What follows belongs to an exercise in optimizing a design on an open flow for small area and a short achievable clock period; a production flow would make more cautious choices.
In this exercise RTL edits were held to simulation tests only and were not proved equivalent to the original.
Power is estimated from default activity; no workload was simulated.

==> flow/design.v, too long to show whole: its modules and the start of the top module <==
// module clock_divider: 28 lines
// module bd_core: 692 lines
// module bd_fa: 4 lines
// module bd_pp3: 3 lines
// module bd_inv: 3 lines
// module bd_and2: 3 lines
// module bd_or2: 3 lines
// module bd_nand2: 3 lines
// module bd_nor2: 3 lines
// module bd_xor2: 3 lines
// module bd_xnor2: 3 lines
// module bd_ornb: 3 lines
// module bd_a21oi: 3 lines
// module bd_o21ai: 3 lines
// module bd_gp3l: 6 lines
// module bd_gp4: 8 lines
// module bd_gp4l: 6 lines
// module buzzer: 13 lines
module buzzer(
        input baseClk,
        input [$clog2(1000000) - 1:0] freq,
        input rst,
        output buzz_clk
);
  // ...
==> flow/flow/run.sh <==
#!/bin/bash
# The standard layout (standard.sh), with plain port buffers in place of the
# default delay buffer; every port still gets its buffer.
set -euo pipefail
export BUFFER_PORTS_ARGS="-buffer_cell sky130_fd_sc_hd__buf_1"
bash standard.sh > standard.log 2>&1
==> flow/standard.sh <==
#!/bin/bash
# synth_recipe.tcl (not shown) runs the flow's synth.tcl, then flattens the netlist and writes it again
# the make line also repeats each setting of config.mk as NAME=value (left out here)
make -C /OpenROAD-flow-scripts/flow DESIGN_CONFIG=/design/flow/config.mk WORK_HOME=/design/flow/orfs CLKGATE_MAP_FILE= SYNTH_SCRIPT=/design/flow/synth_recipe.tcl "${@:-finish}"
==> flow/config.mk <==
export PLATFORM = sky130hd
export DESIGN_NAME = buzzer
export DESIGN_NICKNAME = buzzer
export VERILOG_FILES = /design/flow/design.v
export SDC_FILE = /design/flow/constraint.sdc
export NUM_CORES = 4
export LEC_CHECK = 0
export CAP_MARGIN = 20
export CELL_PAD_IN_SITES_DETAIL_PLACEMENT = 1
export CELL_PAD_IN_SITES_GLOBAL_PLACEMENT = 1
export CORE_MARGIN = 2
export CORE_UTILIZATION = 30
export GPL_TIMING_DRIVEN = 0
export PLACE_DENSITY = 0.45
export SLEW_MARGIN = 20
export SYNTH_HIERARCHICAL = 1
export SYNTH_MINIMUM_KEEP_SIZE = 0
==> flow/constraint.sdc <==
create_clock -name core_clock -period 120.0 [get_ports {baseClk}]
set_input_delay 24.0000 -clock core_clock [delete_from_list [all_inputs] [get_ports {baseClk}]]
set_output_delay 24.0000 -clock core_clock [all_outputs]
set_load 0.01 [all_outputs]
==> metrics.md, run 1 <==
| Metric | Value |
|---|---|
| Run status | `finished clean` |
| Distinct cells, synth | `34` |
| Post-synthesis adder-cell area fraction | `0.383` |
| Grt peak-use layer | `met2` |
| Die area | `0.0281 mm2` |
| Total wire length after detailed routing | `32,000 um` |
| Gpl congestion | `0.845` |
| Reported max-cap violation count | `0` |
| Cell total after placement | `1,228` |
| Synth-to-layout area growth | `7.48%` |
| DRC Markers | `0` |
| Data required time of the worst path | `120,130 ps` |
| Total met3 wirelength after detailed routing | `2280 um` |
| Share of power burned in the clock network | `0.118` |
| Post-synth EDFFs | `0` |
| Share of the final layout cell area in sequential cells | `0.0631` |
| Post-cts gate resize count | `0` |
| Number of antenna violations at the first check in global routing | `0` |
| Static Leak | `2.54 nW` |
| Layout cell share with drive strength beyond 1 | `0.0245` |
| Count of hold buffers inserted by post-cts repair | `0` |
| Simple-gate area share of the yosys netlist | `0.191` |
| Total of clock buffers placed in the layout | `3` |
| Cell Area, Synth | `0.00805 mm2` |
| Unrepaired setup endpoints after global routing | `no` |
| Xor/xnor cell area share of the yosys netlist | `0.0838` |
| Final std cells w/o fill | `1,232` |
| Vias per inst | `6.44` |
| Utilization of the core after routing | `0.330` |
| Post-route total power | `0.0660 mW` |
| Slew headroom | `0.231` |
| Worst-path fanout max | `25` |
| Hold-critical path endpoint | `freq_generator.m[25]$_DFF_P_` |
| Post-route clock period utilization | `0.247` |
| Post-route setup TNS | `0 ps` |
| Type of element launching the critical path | `input pin` |
| CP Depth | `19` |
| Die width | `168 um` |
| Mux share of post-synthesis cell area | `0` |
| Worst Setup Slack, final | `90,350 ps` |
| Initial core utilization | `0.307` |
==> run 2, diff against run 1 <==
--- a/flow/config.mk
+++ b/flow/config.mk
@@ -13,3 +13,3 @@
 export GPL_TIMING_DRIVEN = 0
-export PLACE_DENSITY = 0.45
+export PLACE_DENSITY = 0.6
 export SLEW_MARGIN = 20
==> metrics.md, run 2 <==
| Metric | Value |
|---|---|
| Switching pwr | `0.0340 mW (was 0.0347 mW)` |
| Clk pin slew, worst setup/hold paths | `70 ps (about the same)` |
| Reported max-cap violation count | `0 (unchanged)` |
| Post-synthesis average cell area | `9.24 um2 (unchanged)` |
| CP cell instances | `buf_1 > inv_1 > and2_1 > a222oi_1 > xor2_1 > fa_1 > fa_1 > fa_1 > fa_1 > fa_1 > nand2_1 > a21oi_1 > o21ai_1 > a21oi_1 > o21ai_1 > a21oi_2 > nand2_1 > buf_4 > nand2b_1 (unchanged)` |
| Switching portion of total power | `0.522 (was 0.525)` |
| CP Depth | `19 (unchanged)` |
| Slowest-stage cell, CP | `a222oi_1 (was and2_1)` |
| Static Leak | `2.54 nW (about the same)` |
| Pin count of the biggest net entering global routing | `28 (unchanged)` |
| Die Span Y | `168 um (unchanged)` |
| Number of clock buffers inserted by TritonCTS | `3 (unchanged)` |
| Maximum clock rate | `34.0 MHz (was 33.7 MHz)` |
| Total wire length after detailed routing | `28,300 um (was 32,000 um)` |
| Share of power burned in the clock network | `0.122 (was 0.118)` |
| DRC marker count from the first detailed-route iteration | `1,567 (was 1,353)` |
| WP data arrival | `29,570 ps (was 29,780 ps)` |
| Yosys reg bits | `27 (unchanged)` |
| Post-Syn Nets | `1,047 (unchanged)` |
| Post-route clock period utilization | `0.245 (was 0.247)` |
| Cell Area, Synth | `0.00805 mm2 (unchanged)` |
| Hold Fails Final Rpt | `0 (unchanged)` |
| DRC Markers | `0 (unchanged)` |
| Comb pwr share | `0.722 (was 0.727)` |
| Die area | `0.0281 mm2 (unchanged)` |
| Overall Global Routing Usage | `0.204 (was 0.232)` |
| CTS H-Tree Depth | `1 (unchanged)` |
| Synth-to-layout area growth | `7.40% (was 7.48%)` |
| Class of the tightest hold or removal check | `flop to flop (unchanged)` |
| Standard-cell row count | `59 (unchanged)` |
| Layout cell share with drive strength beyond 1 | `0.0190 (was 0.0245)` |
| Final HPWL DP | `21,700 um (was 24,500 um)` |
| Die width | `168 um (unchanged)` |
| Number of flip-flops under the largest register name | `26 (unchanged)` |
| Grt peak-use layer | `met2 (unchanged)` |
| Most numerous cell in the Yosys netlist | `a222oi_1 (unchanged)` |
| Maximum count of clock buffers along a single path | `2 (unchanged)` |
| Worst hold path depth | `2 (unchanged)` |
| Data required time of the worst path | `120,120 ps (was 120,130 ps)` |
| Count of buffers added by post-CTS timing repair for setup | `0 (unchanged)` |
| Worst-path fanout max | `26 (was 25)` |
| Post-synth EDFFs | `0 (unchanged)` |
| Number of port buffers | `22 (unchanged)` |
| Number of global-route vias before repair | `8,060 (was 8,735)` |
| Initial core utilization | `0.307 (unchanged)` |
| Boundary Pins | `23 (unchanged)` |
| Run status | `finished clean (unchanged)` |
| Clock tree from TritonCTS | `built (unchanged)` |
| Clock latency (worst-skew pair) | `270 ps (about the same)` |
| Most frequent standard cell in the layout excluding fill and tap cells | `a222oi_1 (unchanged)` |
| List of most frequent post-synthesis cells | `a222oi_1, fa_1, nor2_1 (unchanged)` |
| Post-layout nets | `1,074 (unchanged)` |
| Slew headroom | `0.234 (was 0.231)` |
| Least-Margin Pin Slew | `1150 ps (about the same)` |
| Critical path buffers and inverters | `3 (unchanged)` |
| Hold Slack | `692 ps (was 679 ps)` |
| Part of the power in registers | `0.157 (was 0.155)` |
| Count of hold buffers inserted by post-cts repair | `0 (unchanged)` |
| Cell type contributing the most total cell area after synthesis | `fa_1 (unchanged)` |
| Fraction of post-synthesis cell area in the top cell type by area | `0.383 (unchanged)` |
| Number of endpoints failing setup at the final stage | `0 (unchanged)` |
| Clock sink total | `27 (unchanged)` |
| Part of the Yosys area used for sequential elements | `0.0672 (unchanged)` |
| Post-DR wirelength/cell | `23.0 um (was 25.9 um)` |
| Share of async-settable or async-resettable flops after synthesis | `0 (unchanged)` |
| Peak VDD IR | `4.60 uV (was 5.45 uV)` |
| Overall via count from detail_route | `7,793 (was 7,930)` |
| Post-synthesis cell count | `871 (unchanged)` |
| Power density over the cells | `7.54 mW/mm2 (was 7.63 mW/mm2)` |
| Top cells by area in the synthesized netlist | `fa_1, a222oi_1, dfxtp_1, xnor2_1, nor2_1 (unchanged)` |
| Cell repeated most along the worst path | `fa_1 (unchanged)` |
| Internal power summed over all cells | `0.0312 mW (was 0.0313 mW)` |
| Diodes inserted | `0 (unchanged)` |
| Gpl congestion | `0.859 (was 0.845)` |
| Number of antenna violations at the first check in global routing | `0 (unchanged)` |
| Remaining antenna violation count | `0 (unchanged)` |
| Largest registers | `freq_generator.m: 26 flops, freq_generator.outClk: 1 flops (unchanged)` |
| Routing usage on met2 | `0.333 (was 0.403)` |
| Unrepaired setup endpoints after global routing | `no (unchanged)` |
| Most used cells in the layout excluding fill and tap cells | `a222oi_1, fa_1, nor2_1 (unchanged)` |
| Number of warnings printed during yosys synthesis | `7 (unchanged)` |
| Vias per inst | `6.33 (was 6.44)` |
| Post-route setup TNS | `0 ps (unchanged)` |
| Utilization of the core after routing | `0.330 (about the same)` |
| Distinct cells, synth | `34 (unchanged)` |
| Most flops, register | `freq_generator.m (unchanged)` |
| Met3 global-route usage | `0.0300 (was 0.0343)` |
| Post-cts gate resize count | `0 (unchanged)` |
| Met1 usage in global routing | `0.281 (was 0.303)` |
| First-pass GRT wire length | `46,000 um (was 51,400 um)` |
| Worst-case clock skew | `5.02 ps (was 6.21 ps)` |
| Type of element launching the critical path | `input pin (unchanged)` |
| Number of iterations in the first detailed-routing pass | `17 (was 12)` |
| Total gr overflow | `0 (unchanged)` |
| Minimum clock period | `29,450 ps (was 29,650 ps)` |
| Root Buffer Master | `clkbuf_16 (unchanged)` |
| Floorplan Core Area | `0.0262 mm2 (unchanged)` |
| Kind of critical path | `input pin to flop (unchanged)` |
| Number of max-slew violations in the final report | `0 (unchanged)` |
| CP endpoint kind | `flop (unchanged)` |
| Delay of the slowest cell on the worst path | `770 ps (was 890 ps)` |
| Most common flop cell mapped by yosys | `dfxtp_1 (unchanged)` |
| Depth of the worst register-to-register path | `41 (unchanged)` |
| Cell type group with the largest total delay on the critical path | `adder cells (unchanged)` |
==> run 2: cell counts after synthesis <==
No cell type changed its count.
==> run 2: Yosys stat by module, one instance, submodules excluded, a selection <==
module | cells | area [um2] | copies in the design | flip-flops and latches
bd_o21ai | 1 | 5.00 | 12 | 0
bd_nand2 | 1 | 3.75 | 81 | 0
bd_a21oi | 1 | 8.76 | 1 | 0
bd_xor2 | 1 | 8.76 | 25 | 0
bd_xnor2 | 1 | 8.76 | 52 | 0
bd_pp3 | 1 | 10.0 | 160 | 0
bd_core | 67 | 419 | 1 | 0
bd_gp3l | 3 | 17.5 | 1 | 0
bd_and2 | 1 | 6.26 | 68 | 0
clock_divider | 28 | 544 | 1 | 27
bd_ornb | 1 | 6.26 | 1 | 0
bd_nor2 | 1 | 3.75 | 103 | 0
bd_gp4 | 6 | 26.3 | 10 | 0
bd_gp4l | 4 | 18.8 | 1 | 0
bd_inv | 1 | 3.75 | 37 | 0
bd_or2 | 1 | 6.26 | 15 | 0
==> run 2: through the flow <==
stage	worst slack (ps)	area (um2)	instances	power, mW
CTS	90440	8630	1232	0.0660
floorplan	91600	8050	871	0.0455
global route	90160	8640	1232	0.0728
global placement	90220	8550	1228	0.0567
detailed placement	90180	8550	1228	0.0579
finish	90550	8640	1232	0.0651
==> run 2: final cells by class <==
class	count	area [um2]
Clock inverter	1	7.51
Buffer	3	22.5
Sequential cell	27	541
Timing Repair Buffer	22	82.6
Clock buffer	3	75.1
Multi-Input combinational cell	803	7350
Inverter	38	143
Fill cell	3031	17600
Tap cell	335	419
==> run 2: kinds of logic (layout without fill, tap and decap cells) <==
kind of cell	Yosys count	count (layout)	synth area share
simple gates	335	335	0.191
compound gates	237	237	0.254
fa+ha+maj	154	154	0.383
flops	27	27	0.0672
xor+xnor	77	77	0.0838
buf+inv	41	67	0.0205
==> run 2: path summary, 6_finish.rpt <==
path	start	slack, ps	endpoint
worst max-delay path	freq[1]	90550	freq_generator.m[0]$_DFF_P_
worst min-delay path	freq_generator.m[25]$_DFF_P_	690	freq_generator.m[25]$_DFF_P_
worst max register to register	freq_generator.m[1]$_DFF_P_	104700	freq_generator.m[0]$_DFF_P_
worst min register to register	freq_generator.m[25]$_DFF_P_	690	freq_generator.m[25]$_DFF_P_
==> run 2: worst min-delay path, delay by kind of cell, from the launching register on <==
kind | cells | cell delay (ps)
xor gates and xnor gates | 1 | 180
DFF | 1 | 430
and+or+nand+nor | 1 | 40
==> run 2: power groups by stage <==
stage | clock network, mW | logic, mW | registers, mW
3_3_place_gp | 0 | 0.0463 | 0.0104
5_1_grt | 0.00848 | 0.0541 | 0.0103
4_1_cts | 0.00812 | 0.0478 | 0.0101
6_report | 0.00794 | 0.0470 | 0.0102
2_1_floorplan | 0 | 0.0356 | 0.00992
3_5_place_dp | 0 | 0.0476 | 0.0103
==> run 2: layer usage <==
layer / share of wire / up-vias
li1: - / 3410
met1: 0.42 / 3949
met2: 0.46 / 394
met3: 0.085 / 40
met4: 0.027 / 0
met5: 0 / -

static timing again, ports no longer ideal:
The flow's constraints put no driver on any port. The routed layouts listed below were extracted and timed again, unchanged, in two steps. Step 1 (the two cells are an assumption about what drives the block):
set clk [get_ports {baseClk}]
set_driving_cell -lib_cell sky130_fd_sc_hd__clkbuf_16 $clk
set_driving_cell -lib_cell sky130_fd_sc_hd__buf_2 [delete_from_list [all_inputs] $clk]
Step 2 adds t to the input delays and takes it off the output delays; t is the mean of the earliest and latest rising clock arrival at the registers after step 1. Input paths then give back, and output paths get back, about the clock's delay inside the block. a / b / c = ideal / step 1 / step 2; a / b = the first two.
run | shift t [ns] | setup WS [ns] | hold WS [ns]
run 1 | 0.296 | 90.350 / 90.359 / 90.063 | 0.679 / 0.679 / 0.679
run 2 | 0.296 | 90.554 / 90.565 / 90.268 | 0.692 / 0.692 / 0.692
After both steps setup and hold are still met in every run listed. The setup slack of run 1, which loses most, moves by +0.009 ns with the drivers and by -0.287 ns with both steps.
